This is an optimization exercise on Yosys and OpenROAD, whose aim is small area, not a production implementation.
In this exercise RTL edits were held to simulation tests only and were not proved equivalent to the original.
Power and IR drop assume default switching activity.

## config.mk

```make
export PLATFORM = sky130hd
export DESIGN_NAME = ram_memory
export DESIGN_NICKNAME = ram_memory
export VERILOG_FILES = /design/flow/design.v
export SDC_FILE = /design/flow/constraint.sdc
export NUM_CORES = 8
export LEC_CHECK = 0
export CAP_MARGIN = 20
export CORE_MARGIN = 2
export CORE_UTILIZATION = 40
export PLACE_DENSITY = 0.5
export SLEW_MARGIN = 20
```

## constraint.sdc

```tcl
create_clock -name core_clock -period 8.0 [get_ports {clk}]
set_input_delay 1.6000 -clock core_clock [delete_from_list [all_inputs] [get_ports {clk}]]
set_output_delay 1.6000 -clock core_clock [all_outputs]
set_load 0.01 [all_outputs]
```

## design.v

```verilog
module ram_memory
#(
    parameter BUS_WIDTH = 32,
    parameter ADDR_BASE = 0,
    parameter MEM_SIZE = 64
)
(
    input clk,
    input nreset,
    input write_en,
    input [BUS_WIDTH - 1 : 0]addr_write,
    input [BUS_WIDTH - 1 : 0]data_write,
    input [BUS_WIDTH - 1 : 0]addr_read,
    output [BUS_WIDTH - 1 : 0]data_read,
    output ready
);
reg [BUS_WIDTH - 1 : 0]ram_memory_reg[MEM_SIZE - 1 : 0];
reg ready_buffer;
wire [BUS_WIDTH - 1 : 0]addr_write_internal;
wire [BUS_WIDTH - 1 : 0]addr_read_internal;
assign ready = ready_buffer;
assign addr_write_internal = addr_write - ADDR_BASE;
assign addr_read_internal = addr_read - ADDR_BASE;
assign data_read = (addr_read_internal < MEM_SIZE)? ram_memory_reg[addr_read_internal] : 'd0;
integer index = 0;
always @(posedge clk or negedge nreset)
begin
    if(!nreset)
    begin
        ready_buffer <= 1'b0;
        for(index = 0; index < MEM_SIZE; index = index + 1)
        begin
            ram_memory_reg[index] <= 'd0;
        end
    end
    else
    begin
        ready_buffer <= 1'b1;
        if((addr_read_internal < MEM_SIZE) && (addr_write_internal < MEM_SIZE))
            ram_memory_reg[addr_write_internal] <= (write_en)? data_write : ram_memory_reg[addr_write_internal];
        else
            for(index = 0; index < MEM_SIZE; index = index + 1)
            begin
                ram_memory_reg[index] <= ram_memory_reg[index];
            end
    end
end
endmodule
```

## run.sh

```bash
#!/bin/bash
# synth_recipe.tcl (not shown) runs the flow's synth.tcl, then flattens the netlist and writes it again
# the make line also repeats each setting of config.mk as NAME=value (left out here)
make -C /OpenROAD-flow-scripts/flow DESIGN_CONFIG=/design/flow/config.mk WORK_HOME=/design/flow/orfs CLKGATE_MAP_FILE= SYNTH_SCRIPT=/design/flow/synth_recipe.tcl finish
```

==> metrics.yaml, run 1 <==
timing:
  period_minus_slack_ns: 7.81
  drv_slew: 0
  finalSetupViolations: 0
  tns_ns: 0
  worst_pin_slew_ns: 1.30
  slew_headroom: 0.134
  rsz0062_at_grt: "false"
  skew_ns: 0.0364
  hold_viol: 0
  fmax_mhz: 128
  fin_crit_sh: 0.976
global_routing:
  antenna_found_initial: 70
  grt_pass1_vias: 103339
  grt_pass1_wl_mm: 949
  grt_max_degree: 168
  grt_util_all_layers: 0.541
  globalRouteOverflowTotal: 0
placed_design:
  io_buffers: 131
  place_area_sq_mm: 0.108
  place_hpwl_mm: 421
  gp_congestion: 1.02
synthesis:
  synth_top_family_by_area: "simple AND/OR/NAND/NOR gates"
  muxShareOfSynthArea: 0.00615
  async_flop_share: 1.00
  yosys.area_share.simple: 0.250
  synthesis.nets: 12019
  synth_cell_types: 63
  ys.flop_type: "dfrtp_1"
  yosysTopAreaCell: "dfrtp_1"
  synthAdderAreaFrac: 0
  synth-seq-cells: 2049
  synth_cells: 11920
  ys_seq_area_frac: 0.505
  synthesis.area_sq_mm: 0.102
  yosys-top-cells-area: "dfrtp_1 (51%), nand3_1 (9.3%), nand2_1 (8.7%)"
  synth_compound_area_frac: 0.187
  yosysWarnings: 2
  synth_edf_count: 0
  synth-xor-area-share: 0
  syn_area_per_cell_sq_um: 8.52
  synth_top_area_share: 0.505
detailed_routing:
  vias: 114107
  drt_iter0_markers: 23176
  drc_errors: 0
  antenna_left: 0
  viasPerCell: 7.54
  first_pass_iters: 12
  wl_mm: 715
  wl_per_cell_um: 47.2
floorplanning:
  die_area_sq_mm: 0.258
  die_h_um: 508
  io_pins: 132
  fp.dieW_um: 508
  start_util: 0.403
  core_sq_mm: 0.252
  num_rows: 184
status:
  status: "finished clean"
worst_setup_path:
  end_kind: "output pin"
  cp_max_fo: 13
  slowest_stage: "nor2_4"
  crit_chain: "clkdlybuf4s50_1 > nand2b_2 > nor2_4 > buf_12 > a22oi_1 > nand4_1 > nor3_1 > a31oi_1 > buf_4 > clkdlybuf4s50_1"
  crit_type: "in -> out"
  cpMostUsedCell: "clkdlybuf4s50_1"
  critPathLaunchType: "input port"
  critPathRequiredTime_ns: 6.40
  critPathArrivalTime_ns: 6.21
  slowest_delay_ns: 0.96
finish:
  area_growth_pct: 14.9
  drive_above_1_share: 0.0930
  layout_commonest_cell: "nand2_1"
  final_cell_mix: "nand2_1 (2316), dfrtp_1 (2049), nand3_1 (1845), o21ai_0 (1564), a22oi_1 (946)"
  design_area_sq_mm: 0.117
  largest_register_ffs: 2048
  nets: 11608
clock_network:
  cts_setup_buffers: 0
  cts.sinks: 2049
  htreeDepth: 4
  tritoncts: "built"
  insertion_delay_ns: 0.92
  cts_made_buffers: 233
  path_clk_slew_ns: 0.07
  hold_buffers: 0
  cts_resized: 0
  clk_path_buf_depth: 3
  cts-root-buf: "clkbuf_16"
run:
  max_cap_violations: 0
min_path:
  min_path_type: "reg -> reg"
power_and_ir_drop:
  p_leak_nw: 49.1
  ir_worst_vdd_mv: 0.239
  powerDensity_mw_per_mm2: 202
Yosys cell counts (4+ instances only):
master / n
a221o_1: 19
nand3_1: 1878
nor3b_1: 11
nand4_1: 613
nand4b_1: 7
o211ai_2: 10
buf_1: 128
a22o_1: 31
o221a_2: 10
o211ai_1: 20
and3_1: 29
nor4bb_1: 9
nand3b_1: 4
or3_1: 21
o31ai_1: 4
a31oi_1: 17
nor3_1: 28
nand2b_1: 34
a221oi_1: 25
nand2_1: 2346
clkbuf_2: 7
buf_4: 19
or4b_2: 4
mux2_2: 34
a32oi_1: 5
o21ai_1: 482
a21oi_1: 27
o21ai_0: 1564
clkbuf_1: 833
o211a_1: 5
a32o_1: 16
and4b_1: 5
nor2b_1: 17
nor2_1: 87
nor4_1: 199
dfrtp_1: 2049
a22oi_1: 946
buf_2: 257
buf_6: 17
mux2i_1: 23
and3b_1: 18
and2_1: 28
metal layers:
layer | wire length, um | vias up | share of wire | GRT usage
met5 | 411 | - | 0.00058 | 0.00556
met4 | 64800 | 50 | 0.091 | 0.412
met3 | 110000 | 3524 | 0.15 | 0.231
met2 | 278000 | 11819 | 0.39 | 0.713
met1 | 262000 | 56183 | 0.37 | 0.692
li1 | - | 42531 | - | -
final cells by class:
type / instances / area, sq um
Multi-Input combinational cell: 8609 / 46400
Antenna cell: 85 / 213
Sequential cell: 2049 / 51300
Fill cell: 24546 / 135000
Tap cell: 3348 / 4190
Timing Repair Buffer: 615 / 6400
Clock buffer: 344 / 6860
Inverter: 1 / 3.75
Clock inverter: 86 / 1350
worst paths after layout:
check | slack (ns) | to | start | depth (start not counted)
worst max-delay path | 0.19 | data_read[4] | addr_read[5] | 10
worst min-delay path | 0.51 | ram_memory_reg[42][0]$_DFFE_PN0P_ | ram_memory_reg[42][0]$_DFFE_PN0P_ | 2
worst max register to register | 4.84 | ram_memory_reg[41][4]$_DFFE_PN0P_ | ram_memory_reg[53][4]$_DFFE_PN0P_ | 7
worst min register to register | 0.51 | ram_memory_reg[42][0]$_DFFE_PN0P_ | ram_memory_reg[42][0]$_DFFE_PN0P_ | 2
max in group asynchronous | 5.20 | ram_memory_reg[24][11]$_DFFE_PN0P_ | nreset | 3
min in group asynchronous | 0.65 | ram_memory_reg[19][3]$_DFFE_PN0P_ | nreset | 1
power by group:
group          total [W]  internal, W  switching (W)
registers         0.0104       0.0104   0.0000000525
clock network     0.0118      0.00688        0.00493
logic            0.00138     0.000190        0.00119
stage by stage:
stage          cells  power, W   util  setup slack, ns  hold WS [ns]
2_1_floorplan  11920    0.0110      -             2.79         0.464
3_3_place_gp   14617    0.0118  0.429            0.370         0.480
3_5_place_dp   14621    0.0118  0.430            0.328         0.488
4_1_cts        15051    0.0234  0.462            0.329         0.502
5_1_grt        15058    0.0239  0.462            0.389         0.526
6_report       15137    0.0235  0.463            0.194         0.507
critical path, delay by kind of cell:
family	cells	cell delay, ns
buffers and inverters	4	1.93
and+or+nand+nor	4	1.80
AOI/OAI and AO/OA	2	0.77
logic make-up after synthesis:
logic type	count (synthesis)
and+or+nand+nor	5361
buffers and inverters	1262
muxes	58
other	1
DFF	2049
AOI/OAI and AO/OA	3189
==> run 2, diff against run 1 <==
==> design.v (replaced) <==
module ram_memory
#(
    parameter BUS_WIDTH = 32,
    parameter ADDR_BASE = 0,
    parameter MEM_SIZE = 64
)
(
    input clk,
    input nreset,
    input write_en,
    input [BUS_WIDTH - 1 : 0]addr_write,
    input [BUS_WIDTH - 1 : 0]data_write,
    input [BUS_WIDTH - 1 : 0]addr_read,
    output [BUS_WIDTH - 1 : 0]data_read,
    output ready
);
reg ready_buffer;
reg [MEM_SIZE - 1 : 0]valid;
wire [BUS_WIDTH - 1 : 0]addr_write_internal = addr_write - ADDR_BASE;
wire [BUS_WIDTH - 1 : 0]addr_read_internal = addr_read - ADDR_BASE;
wire read_in_range = addr_read_internal < MEM_SIZE;
wire write_in_range = addr_write_internal < MEM_SIZE;
wire write_ok = write_en & read_in_range & write_in_range;
assign ready = ready_buffer;
always @(posedge clk or negedge nreset)
begin
    if(!nreset)
        ready_buffer <= 1'b0;
    else
        ready_buffer <= 1'b1;
end
wire [MEM_SIZE - 1 : 0]read_select;
wire [BUS_WIDTH - 1 : 0]word_data[MEM_SIZE - 1 : 0];
genvar w;
generate
for(w = 0; w < MEM_SIZE; w = w + 1)
begin : word
    wire write_word = write_ok & (addr_write_internal == w);
    reg [BUS_WIDTH - 1 : 0]data;
    always @(posedge clk or negedge nreset)
    begin
        if(!nreset)
            valid[w] <= 1'b0;
        else if(write_word)
            valid[w] <= 1'b1;
    end
    always @(posedge clk)
    begin
        if(write_word)
            data <= data_write;
    end
    assign read_select[w] = read_in_range & (addr_read_internal == w) & valid[w];
    assign word_data[w] = data & {BUS_WIDTH{read_select[w]}};
end
endgenerate
reg [BUS_WIDTH - 1 : 0]read_value;
integer index;
always @(*)
begin
    read_value = 'd0;
    for(index = 0; index < MEM_SIZE; index = index + 1)
        read_value = read_value | word_data[index];
end
assign data_read = read_value;
endmodule
==> metrics.yaml, run 2 <==
global_routing:
  grt_pass1_wl_mm: 344
  grt_max_degree: 65
  grt_pass1_vias: 41947
  globalRouteOverflowTotal: 0
  antenna_found_initial: 42
  grt_util_all_layers: 0.249
synthesis:
  synth_most_common_cell: "edfxtp_1"
  yosys-top-cells-area: "edfxtp_1 (80%), a22oi_1 (6.6%), dfrtp_1 (2.1%)"
  ys_seq_area_frac: 0.817
  async_flop_share: 0.0308
  syn_area_per_cell_sq_um: 18.1
  synth-seq-cells: 2113
  yosysWarnings: 1
  ys.flop_type: "edfxtp_1"
  synth_edf_count: 2048
  synthesis.area_sq_mm: 0.0772
  yosysTopAreaCell: "edfxtp_1"
  synth_commonest_cells: "edfxtp_1 (2048), a22oi_1 (680), clkbuf_1 (221)"
  synthesis.nets: 4371
  synth_cells: 4272
  synth_top_area_share: 0.796
  synth_cell_types: 51
finish:
  layout.cells.non_filler: 7367
  final_cell_mix: "edfxtp_1 (2048), a22oi_1 (680), buf_4 (292), clkbuf_16 (219), nand2_1 (214)"
  drive_above_1_share: 0.166
  nets: 4741
  largest_register_ffs: 2048
  layout_commonest_cell: "edfxtp_1"
  area_growth_pct: 17.1
placed_design:
  gp_congestion: 0.871
  io_buffers: 131
  dpl.cell_count: 6948
  post-place-ws_ns: -0.176
  place_hpwl_mm: 151
clock_network:
  clk_path_buf_depth: 3
  htreeDepth: 4
  cts_made_buffers: 218
  insertion_delay_ns: 0.85
  path_clk_slew_ns: 0.06
  tritoncts: "built"
  cts-root-buf: "clkbuf_16"
  cts.sinks: 2113
floorplanning:
  num_rows: 161
  core_sq_mm: 0.192
  die_h_um: 443
  start_util: 0.402
  io_pins: 132
  fp.dieW_um: 443
  die_area_sq_mm: 0.197
worst_setup_path:
  end_kind: "output pin"
  cp_max_fo: 22
  crit_type: "in -> out"
  crit-reg2reg-launch: "valid[63]$_DFFE_PN0P_"
  slowest_delay_ns: 0.94
  crit_chain: "clkdlybuf4s50_1 > and4b_1 > and2_1 > buf_4 > a22oi_1 > nand3_1 > o21ai_0 > nand3_1 > or4_1 > clkdlybuf4s50_1"
  worstSetupStartpoint: "addr_read[2]"
  critPathRequiredTime_ns: 6.40
  reg2regPathDepth: 2
  critPathLaunchType: "input port"
  slowest_stage: "or4_1"
  critPathArrivalTime_ns: 6.39
detailed_routing:
  drt_iter0_markers: 5922
  vias: 44035
  viasPerCell: 5.98
  drc_errors: 0
  first_pass_iters: 6
  wl_per_cell_um: 33.9
  antenna_left: 0
  wl_mm: 250
timing:
  hold-worst-slack_ns: 0.455
  worst_pin_slew_ns: 1.28
  tns_ns: 0
  finalSetupViolations: 0
  fmax_mhz: 125
  fin_crit_sh: 0.999
  rsz0062_at_grt: "false"
  skew_ns: 0
  slew_headroom: 0.144
  hold_viol: 0
  timing.final.ws_setup_ns: 0.00645
  period_minus_slack_ns: 7.99
  drv_slew: 0
min_path:
  hold_path.startpoint: "valid[1]$_DFFE_PN0P_"
  min_path_type: "reg -> reg"
  whs_path_depth: 1
power_and_ir_drop:
  power.total_w: 0.0223
  powerDensity_mw_per_mm2: 246
  ir_worst_vdd_mv: 0.172
  p_leak_nw: 29.0
run:
  max_cap_violations: 0
status:
  status: "finished clean"
==> run 2: logic make-up (layout without fill, tap and decap cells) <==
logic type	Yosys count	after routing	share of synthesized area
flip-flops	2113	2113	0.817
other	1	17	0.0000485
buffers and inverters	297	850	0.0169
AND/OR/NAND/NOR	644	644	0.0423
AO/OA/AOI/OAI	1217	1217	0.124
==> run 2: report_power, final <==
part	total, W	switching (W)	internal, W
logic	0.000328	0.000276	0.0000520
clock network	0.00979	0.00427	0.00552
registers	0.0121	0.0000000537	0.0121
total	0.0223	0.00455	0.0177
==> run 2: area by class of cell <==
type | count | area (sq um)
fill | 16354 | 102000
sequential | 2113 | 63100
multi-input combinational | 1862 | 13400
clock buffer | 291 | 5890
timing repair buffer | 447 | 3860
tap | 2526 | 3160
clock inverter | 112 | 992
antenna | 16 | 40.0
==> run 2: per-layer routing <==
layer / vias up / global-route usage / part of all wire
met5: - / 0 / 0.00030
met4: 10 / 0.0827 / 0.033
met3: 313 / 0.0405 / 0.076
met2: 1847 / 0.388 / 0.47
met1: 23324 / 0.358 / 0.43
li1: 18541 / - / -
==> run 2: per-stage QoR <==
stage	instance area (sq um)	util
2_1_floorplan	77200	-
3_3_place_gp	83500	0.435
3_5_place_dp	83500	0.435
4_1_cts	90400	0.471
5_1_grt	90400	0.471
6_report	90500	0.471
==> run 2: worst paths after layout <==
kind,slack [ns],to
worst max-delay path,0.006,data_read[0]
worst min-delay path,0.45,valid[1]$_DFFE_PN0P_
worst max register to register,6.89,valid[63]$_DFFE_PN0P_
worst min register to register,0.45,valid[1]$_DFFE_PN0P_
max in group asynchronous,6.07,ready_buffer$_DFF_PN0_
min in group asynchronous,0.68,valid[52]$_DFFE_PN0P_
==> run 2: what timing repair did <==
item	CTS	global route
gates cloned	0	0
buffers inserted	0	0
endpoints found under the setup margin	5	2
hold buffers	0	0
gates resized for setup	5	2
hold endpoints to repair	0	0
==> run 2: worst max-delay path, delay by kind of cell <==
| family | cells | cell delay [ns] |
|---|---|---|
| buf+inv | 3 | 1.69 |
| simple gates | 5 | 2.40 |
| compound gates | 2 | 0.68 |

## port drivers added, routing unchanged
Ports are ideal in the flow. The routed layouts listed here were re-timed in OpenROAD.
Step 1 (the two cells are an assumption about what drives the block):
set clk [get_ports {clk}]
set_driving_cell -lib_cell sky130_fd_sc_hd__clkbuf_16 $clk
set_driving_cell -lib_cell sky130_fd_sc_hd__buf_2 [delete_from_list [all_inputs] $clk]
Step 2 adds t to the input delays and takes it off the output delays; t is the mean of the earliest and latest rising clock arrival at the registers after step 1. Input paths then give back, and output paths get back, about the clock's delay inside the block.
Slacks: ideal / step 1 / step 2; pairs: ideal / step 1.
run | shift t [ns] | slack for setup (ns) | pins driven straight from the clock port
run 1 | 1.002 | 0.194 / -0.006 / -0.006 | 1
run 2 | 0.917 | 0.006 / -0.128 / -0.128 | 1
Met with ideal ports but missed after step 2: setup timing in run 1 and run 2. For run 1, which loses most, drivers alone change the setup slack by -0.200 ns; drivers and shift together by -0.200 ns.
